This design comes from an exercise in tuning for small area on the open sky130 flow, not from production work.

## aes_bp_graph_coloring
module aes_bp_graph_coloring (
  input           clk,
  input  [7:0] share0_in,
  input  [7:0] share1_in,
  input  [51:0] rand_bit_share0,
  input  [51:0] rand_bit_share1,
  output [7:0] o_share0,
  output [7:0] o_share1
);
  reg ra9_d1;
  reg ra10_d1;
  reg ra10_d2;
  reg ra11_d1;
  reg ra11_d2;
  reg ra12_d1;
  reg ra12_d2;
  reg ra13_d1;
  reg ra13_d2;
  reg ra14_d1;
  reg ra14_d2;
  reg ra14_d3;
  reg ra15_d1;
  reg ra15_d2;
  reg ra15_d3;
  reg ra16_d1;
  reg ra16_d2;
  reg ra16_d3;
  reg ra17_d1;
  reg ra17_d2;
  reg ra17_d3;
  reg ra18_d1;
  reg ra18_d2;
  reg ra18_d3;
  reg ra19_d1;
  reg ra19_d2;
  reg ra19_d3;
  reg ra20_d1;
  reg ra20_d2;
  reg ra20_d3;
  reg ra21_d1;
  reg ra21_d2;
  reg ra21_d3;
  reg ra22_d1;
  reg ra22_d2;
  reg ra22_d3;
  reg ra23_d1;
  reg ra23_d2;
  reg ra23_d3;
  reg ra24_d1;
  reg ra24_d2;
  reg ra24_d3;
  reg ra25_d1;
  reg ra25_d2;
  reg ra25_d3;
  wire c0_9;
  reg c9_d1;
  wire c0_14;
  reg c14_d1;
  wire c0_17;
  reg c17_d1;
  wire c0_10;
  reg c10_d1;
  reg c10_d2;
  wire c0_11;
  reg c11_d1;
  reg c11_d2;
  wire c0_12;
  reg c12_d1;
  reg c12_d2;
  wire c0_13;
  reg c13_d1;
  reg c13_d2;
  wire c0_0;
  wire c0_1;
  wire c0_2;
  wire c0_3;
  wire c0_4;
  wire c0_5;
  wire c0_6;
  wire c0_7;
  wire c0_8;
  wire rr1_x0;
  wire rr1_x1;
  wire rr1_x2;
  wire rr1_x3;
  wire rr1_x4;
  wire rr1_x5;
  wire rr1_x6;
  wire rr1_x7;
  wire rr1_x8;
  wire rr1_x9;
  wire c0_15;
  wire c0_16;
  wire c0_18;
  wire c0_19;
  wire c0_20;
  wire c0_21;
  wire c0_22;
  wire c0_23;
  wire c0_24;
  wire c0_25;
  wire rc_x0;
  wire rc_x1;
  wire rc_x2;
  wire rc_x3;
  wire rc_x4;
  wire rc_x5;
  wire rc_x6;
  wire rc_x7;
  wire rc_x8;
  wire rc_x9;
  wire rc_x10;
  wire rc_x11;
  wire rc_x12;
  wire rc_x13;
  wire rc_x14;
  wire rc_x15;
  wire rc_x16;
  wire rc_x17;
  wire rc_x18;
  wire rc_x19;
  wire rc_x20;
  ...
Size in the first run: about 1200 cells after synthesis, about 260 flip-flops.
make LEC_CHECK=0 CAP_MARGIN=20 CORE_MARGIN=2 CORE_UTILIZATION=40 CTS_BUF_LIST=sky130_fd_sc_hd__clkbuf_8 CTS_CLUSTER_SIZE=24 SLEW_MARGIN=20 finish   # period 5.0 ns
run.sh (not shown) runs the stock make flow with config.mk's settings and CLKGATE_MAP_FILE= SYNTH_SCRIPT=/design/flow/synth_recipe.tcl, a recipe that flattens the netlist after the stock synthesis.
The first run produced a clean layout.
Edit:
==> flow/flow/run.sh (new file) <==
#!/bin/bash
set -euo pipefail
bash standard.sh "BUFFER_PORTS_ARGS=-buffer_cell sky130_fd_sc_hd__buf_1" finish > standard_flow.log 2>&1
==> flow/standard.sh (new file) <==
#!/bin/bash
# synth_recipe.tcl (not shown) runs the flow's synth.tcl, then flattens the netlist and writes it again
# the make line also repeats each setting of config.mk as NAME=value (left out here)
make -C /OpenROAD-flow-scripts/flow DESIGN_CONFIG=/design/flow/config.mk WORK_HOME=/design/flow/orfs CLKGATE_MAP_FILE= SYNTH_SCRIPT=/design/flow/synth_recipe.tcl "${@:-finish}"
Settings changed: CTS_BUF_LIST sky130_fd_sc_hd__clkbuf_8 to not set, CTS_CLUSTER_SIZE 24 to not set.
removed: flow/run.sh
What happened: Worst hold slack improved by 6.3 ps; critical path depth does not change.
Edit:
==> flow/run.sh (new file) <==
#!/bin/bash
# synth_recipe.tcl (not shown) runs the flow's synth.tcl, then flattens the netlist and writes it again
# the make line also repeats each setting of config.mk as NAME=value (left out here)
make -C /OpenROAD-flow-scripts/flow DESIGN_CONFIG=/design/flow/config.mk WORK_HOME=/design/flow/orfs CLKGATE_MAP_FILE= SYNTH_SCRIPT=/design/flow/synth_recipe.tcl finish
Settings changed: CTS_BUF_LIST set to sky130_fd_sc_hd__clkbuf_4, CTS_CLUSTER_SIZE set to 12.
removed: flow/flow/run.sh
removed: flow/standard.sh
Result:
- design area increases by about 4.4%
- worst hold slack loses 33 ps
Edit:
Settings changed: CTS_BUF_LIST sky130_fd_sc_hd__clkbuf_4 to not set, CTS_CLUSTER_SIZE 12 to not set.
The changed run finished with timing, DRC and antenna clean.
Register-to-register slack got worse by 70 ps.
Via count goes down by a few percent.
Sequential share of layout area barely changes.
Maximum frequency goes up by a few percent.
No functional check of the RTL was part of any run of this note.

## what the ideal ports hide
The results above use ideal ports. As a check the final layouts listed here were re-extracted and re-timed, cells and wires unchanged.
Step 1 assumes that a clkbuf_16 drives the clock port and a buf_2 every other input.
Step 2 moves the port delays by t, midway between the first and last clock arrival at a register: inputs arrive t later, outputs are due t later. That takes back most of the time a late clock gives input paths.
a / b / c = no drivers / after step 1 / after step 2; a / b = the first two.
run	shift t [ns]	slack for setup (ns)	slew at the worst register clock pin (ns)	worst data-port slew with drivers (ns)
the first run	0.570	0.649 / 0.603 / 1.079	0.07 / 0.07	0.04
the second run	0.551	1.083 / 1.032 / 1.392	0.07 / 0.07	0.03
the third run	0.738	0.463 / 0.419 / 1.044	0.07 / 0.07	0.04
the fourth run	0.558	0.679 / 0.628 / 1.061	0.07 / 0.07	0.04
After both steps every run listed still meets setup and hold.
